What follows belongs to an exercise in optimizing a design on an open flow for small area and a short achievable clock period; a production flow would make more cautious choices.
Function was not checked in any run shown here: the RTL went through the layout flow alone.
Power figures rest on the tool's default switching activity, not on a simulated workload.

## flow/design.v (module list and top-level ports; edited modules follow where they fit)
// module incline_sat: 7 lines
// module desiredDrive: 392 lines
// module desiredDrive_reg: 839 lines
module desiredDrive_reg(
    input clk, rst_n,
    input [11:0] avg_torque,
    input [4:0] cadence,
    input not_pedaling,
    input [12:0] incline,
    input [2:0] scale,
    output logic [11:0] target_curr
);
  // ...
==> flow/flow/run.sh <==
#!/bin/bash
# Layout flow: the standard flow (standard.sh), with these changes:
#  - synthesis: Yosys's generic "synth -run fine:" step skips its early ABC
#    pass (-noabc), so that extract_fa sees the RTL's full adders as written
#    (without the input/output inversions that pass puts around them), and
#    extract_fa looks for full adders only (EXTRACT_FA_ARGS); the rest of
#    synthesis (dfflibmap, the final ABC mapping, flatten, renaming) is as in
#    the standard flow's synthesis;
#  - the port buffers are PORT_BUF cells;
#  - ORFS's timing repair aims for SETUP_SLACK_MARGIN ns of setup slack.
# The SDC, the clock period and every other step are the standard flow's.
set -euo pipefail
HERE=$(pwd)
EXTRACT_FA_ARGS=""
SETUP_MARGIN=6.8
PORT_BUF=sky130_fd_sc_hd__buf_1
# ORFS's synth.tcl with the changes
sed -e 's/synth -top \$::env(DESIGN_NAME) -run fine: {\*}\$synth_full_args/synth -top $::env(DESIGN_NAME) -run fine: -noabc {*}$synth_full_args/' \
    -e "s/extract_fa {\*}\[dont_use_extract_fa_args\]/extract_fa $EXTRACT_FA_ARGS/" \
    "$FLOW_HOME/scripts/synth.tcl" > "$HERE/synth_changed.tcl"
grep -q -- '-run fine: -noabc' "$HERE/synth_changed.tcl"
grep -q -- "^ *extract_fa $EXTRACT_FA_ARGS\$" "$HERE/synth_changed.tcl"
# The standard flow's synthesis wrapper, sourcing the changed synth.tcl
sed "s#source \$::env(SCRIPTS_DIR)/synth.tcl#source $HERE/synth_changed.tcl#" synth_recipe.tcl > "$HERE/flow_synth.tcl"
grep -q "source $HERE/synth_changed.tcl" "$HERE/flow_synth.tcl"
# The standard.sh, pointed at that wrapper
sed "s#SYNTH_SCRIPT=[^ ]*#SYNTH_SCRIPT=$HERE/flow_synth.tcl#" standard.sh > "$HERE/flow_standard.sh"
grep -q "SYNTH_SCRIPT=$HERE/flow_synth.tcl" "$HERE/flow_standard.sh"
bash "$HERE/flow_standard.sh" SETUP_SLACK_MARGIN=$SETUP_MARGIN \
    "BUFFER_PORTS_ARGS=-buffer_cell $PORT_BUF" finish > "$HERE/flow_make.log" 2>&1
==> flow/standard.sh <==
#!/bin/bash
# synth_recipe.tcl (not shown) runs the flow's synth.tcl, then flattens the netlist and writes it again
# the make line also repeats each setting of config.mk as NAME=value (left out here)
make -C /OpenROAD-flow-scripts/flow DESIGN_CONFIG=/design/flow/config.mk WORK_HOME=/design/flow/orfs CLKGATE_MAP_FILE= SYNTH_SCRIPT=/design/flow/synth_recipe.tcl "${@:-finish}"
==> flow/config.mk <==
export PLATFORM = sky130hd
export DESIGN_NAME = desiredDrive_reg
export DESIGN_NICKNAME = desiredDrive_reg
export VERILOG_FILES = /design/flow/design.v
export SDC_FILE = /design/flow/constraint.sdc
export NUM_CORES = 4
export LEC_CHECK = 0
export CAP_MARGIN = 20
export CORE_MARGIN = 2
export CORE_UTILIZATION = 40
export SLEW_MARGIN = 20
==> flow/constraint.sdc <==
create_clock -name core_clock -period 13.0 [get_ports {clk}]
set_input_delay 2.6000 -clock core_clock [delete_from_list [all_inputs] [get_ports {clk}]]
set_output_delay 2.6000 -clock core_clock [all_outputs]
set_load 0.01 [all_outputs]
==> results.toml, run 1 <==
[status]
outcome = "finished clean"

[placed_design]
dpl_cell_area_mm2 = 0.00927
place_congestion = 0.811
preCtsSetupSlack_ns = 6.36

[grt]
grt_use_met2_pct = 32.8
antenna_found_initial = 0

[finish]
reg.largest.list = "ic_rn (15), ts_rn (15), target_curr (12)"
synthToLayoutAreaGrowth_pct = 9.27
nonClkBufAreaFrac_pct = 2.86
seqCellArea_um2 = 995
multi_input_area_mm2 = 0.00781
fillers = 2085
fin_cells = 1171

[pwr]
maxPowerGroup = "combinational logic"
p_leak_nw = 4.86
p_sw_w = 0.000696
cell_internal_pwr_w = 0.000705

[timing]
slew_violations = 0
rsz0062_at_grt = "true"
tns_ns = 0
hold-worst-slack_ns = 0.976
finalClockSkew_ns = 0.00581

[min_path]
hp-start = "ts_rn[14]"

[synthesis]
netlist.area_leader.share_pct = 47.9
yosysTopAreaCell = "fa_1"
syn_avg_cell_area_um2 = 10.3
synth_area_leaders = "fa_1 (48%), nor2_1 (11%), ha_1 (11%), dfstp_2 (4.5%), dfrtp_1 (3.4%)"
synthMuxAreaShare_pct = 0.114
synth_most_common_cell = "nor2_1"

[setup_path]
r2r-end = "target_curr[6]"
worstSetupStartpoint = "incline[9]"
cpLargestDelayFamily = "adder cells"
worst-path-buf-inv = 3
cpMaxStageDelayCell = "fa_1"

[routing]
ant_nets = 0
route.met3.wl_um = 834
dr.pass1.iters = 7

[clock_tree]
cts-root-buf = "clkbuf_16"
cts_setup_buffers = 5
clockBufferDepth = 2
numClockSinks = 42

[floorplan]
die_x_um = 152
==> run 2, diff against run 1 <==
--- a/flow/config.mk
+++ b/flow/config.mk
@@ -8,4 +8,5 @@
 export CAP_MARGIN = 20
 export CORE_MARGIN = 2
 export CORE_UTILIZATION = 40
+export CTS_BUF_LIST = sky130_fd_sc_hd__clkbuf_4 sky130_fd_sc_hd__clkbuf_8
 export SLEW_MARGIN = 20
==> run 2 against run 1 <==
Highest routed layer unchanged; count of clock-buffer cells in the layout stayed put; largest power group unchanged; still clean on timing, DRC and antenna; design area is 1.0% lower; largest cell class unchanged; sequential cell count stayed put; fmax grew 0.44%; area after synthesis unchanged; worst hold slack better by 0.010 ns; sequential share of layout area increased by 0.11 points.
==> results.toml, run 2 <==
[pwr]
p_comb_share_pct = 69.9
p_clk_share_pct = 7.1
peakVddDrop_mv = 0.0999
p_sw_share_pct = 50.9
p_sw_w = 0.000687
cell_internal_pwr_w = 0.000663
powerDensity_mw_per_mm2 = 142
seqPwrFrac_pct = 23.0
p_leak_nw = 4.83

[synthesis]
postSynthNetCount = 1180
yosysTopAreaCell = "fa_1"
yosys_warnings = 1
yosysSeqAreaShare_pct = 11.3
synth_edf_count = 0
syn-cell-area_mm2 = 0.00882
netlist.area_leader.share_pct = 47.9
synthFlopType = "dfxtp_1"
netlist_instances = 858
synth_most_common_cell = "nor2_1"
syn_avg_cell_area_um2 = 10.3
synth_seq_cells = 42
synth_commonest_cells = "nor2_1 (258), fa_1 (211), ha_1 (75), and2_1 (44), clkbuf_1 (33)"
synth_area_leaders = "fa_1 (48%), nor2_1 (11%), ha_1 (11%), dfstp_2 (4.5%), dfrtp_1 (3.4%)"
synthArstFlopShare_pct = 64.3
yosysUniqueCellTypes = 57

[timing]
fin_crit_ns = 6.16
finalClockSkew_ns = 0.0110
finalCritPeriodShare_pct = 47.4
hold_violations = 0
fmax_ghz = 0.162
tns_ns = 0
rsz0062_at_grt = "true"
slew_violations = 0
worst_slew_pin_slew_ns = 0.790
setup_ws_ns = 6.84
setup_violations = 0
relSlewSlack_pct = 47.4

[placed_design]
place_congestion = 0.811
io_buffer_count = 47
preCtsSetupSlack_ns = 6.36
dp_hpwl_um = 15700
dpl_cell_area_mm2 = 0.00927

[floorplan]
die_x_um = 152
initial_utilization_pct = 40.5
rows = 54
core-area_mm2 = 0.0218
dieArea_mm2 = 0.0233
ios = 48
die_h_um = 152

[finish]
seqCellArea_um2 = 995
synthToLayoutAreaGrowth_pct = 8.14
multi_input_area_mm2 = 0.00777
mostFrequentLayoutCells = "nor2_1 (256), fa_1 (210), ha_1 (72)"
drive_gt1_share_pct = 7.53
fillers = 2093
fin_area_mm2 = 0.00954
nets = 1211
reg.largest.list = "ic_rn (15), ts_rn (15), target_curr (12)"
antennaDiodeCount = 0
layout_commonest_cell = "nor2_1"

[setup_path]
critPathArrivalTime_ns = 6.39
worst-path-max-fanout = 8
end_kind = "flip-flop"
required_ns = 13.24
start_kind = "input pin"
crit_type = "in2reg"

[clock_tree]
cts-root-buf = "clkbuf_8"
clkLatencyLatePin_ns = 0.33
clk_pin_slew_ns = 0.10
cts_tree = "built"
cts_hold_buf = 0
numClockSinks = 42
cts_buffers = 5
clockBufferDepth = 2
ctsHtreeMaxLevel = 2

[min_path]
hp-class = "reg2reg"

[grt]
first_global_vias = 6710
antenna_found_initial = 0
gr-total-overflow = 0
grt_pass1_wl_um = 34300
track_usage_pct = 18.4
grt_max_degree = 28

[routing]
totalWireLength_um = 20200
dr.pass1.iters = 7
routedWlPerCell_um = 17.2
vias = 6289
drtIter0Drc = 389
drc = 0
avgViaCountPerCell = 5.38
ant_nets = 0

[status]
outcome = "finished clean"

[run]
cap_violations = 0
run 2: cell counts after synthesis:
No cell type changed its count.
run 2: metal layers:
metal | up-vias | track usage (%) | part of all wire [%] | wire [um]
met5 | - | 0 | 0 | 0
met4 | 0 | 4.14 | 1.5 | 306
met3 | 20 | 2.19 | 5.1 | 1030
met2 | 172 | 32.2 | 52 | 10400
met1 | 3264 | 24.7 | 42 | 8410
li1 | 2833 | - | - | -
run 2: metrics by stage:
step	power, W	hold WS [ns]	util [%]	std cells
after floorplan	0.000982	0.763	-	858
after global placement	0.00121	0.972	42.6	1153
after detailed placement	0.00123	0.975	42.6	1153
after CTS	0.00134	0.997	43.3	1165
after global routing	0.00152	1.08	43.8	1170
final	0.00135	0.986	43.8	1170
run 2: layout make-up:
class,instances,area share [%]
multi-input cells,768,81.5
flip-flops and latches,42,10.4
well taps,280,3.67
repair buffers,57,2.85
clock buffers,5,0.722
inverters,15,0.590
clock inverters,3,0.262
run 2: cell families (layout without fill, tap and decap cells):
group,Yosys count,after routing,synth area share [%]
buffers and inverters,48,80,2.04
DFF,42,42,11.3
xor gates and xnor gates,25,25,2.48
and+or+nand+nor,397,397,20.4
adders and majority gates,286,286,58.5
muxes,1,1,0.114
AOI/OAI and AO/OA,59,59,5.18
run 2: power groups by stage:
stage                Clock, W  Sequential [W]  Combinational [W]
finish              0.0000959        0.000311           0.000943
detailed placement          0        0.000311           0.000916
floorplan                   0        0.000222           0.000760
CTS                  0.000101        0.000308           0.000930
global route         0.000106        0.000321            0.00109
global placement            0        0.000312           0.000896
run 2: timing repair:
action | 4_1_cts | 5_1_grt
pin swaps | 7 | 14
setup endpoints to repair | 3 | 11
resized for setup | 8 | 21
cloned | 0 | 0
buffers inserted | 4 | 4
run 2: final timing paths:
path | startpoint | to | slack [ns] | depth (start not counted)
min | ts_rn[14] | target_curr[11] | 0.99 | 4
min reg2reg | ts_rn[14] | target_curr[11] | 0.99 | 4
max in group asynchronous | rst_n | target_curr[3] | 10.18 | 1
min in group asynchronous | rst_n | target_curr[10] | 2.33 | 1
max reg2reg | ts_rn[0] | target_curr[3] | 7.26 | 15
max | incline[8] | ic_rn[8] | 6.84 | 15
run 2: worst max-delay path, cell delays in order:
cell and delay, ns:
buf_8 0.10, nor4_4 0.31, nor2_4 0.09, or2_4 0.28, and2_4 0.16, fa_1 0.52
fa_1 0.43, fa_1 0.54, ha_4 0.22, o21ai_2 0.06, a21oi_2 0.06, o41a_1 0.33
buf_4 0.15, fa_2 0.52, inv_2 0.03

-- separate check: timing with driven ports --
In the flow no input, the clock included, has a driving cell. The finished layouts below were timed again as built, in two steps.
Step 1, drivers: a clkbuf_16 drives clk and a buf_2 each remaining input, both assumed.
Step 2 times the ports against the registers' clock, not the clock port: input delays grow and output delays shrink by t, the midpoint of the rising clock arrivals with the driver on.
Three values: no drivers, after step 1, after step 2; two values: the first two.
run	shift t [ns]	setup slack, ns	latest minus earliest clock arrival (ns)
run 1	0.346	6.816 / 6.829 / 6.484	0.006 / 0.007
run 2	0.364	6.843 / 6.846 / 6.482	0.011 / 0.011
After both steps setup and hold are still met in every run listed. For run 2, which loses most, drivers alone change the setup slack by +0.003 ns; drivers and shift together by -0.361 ns.
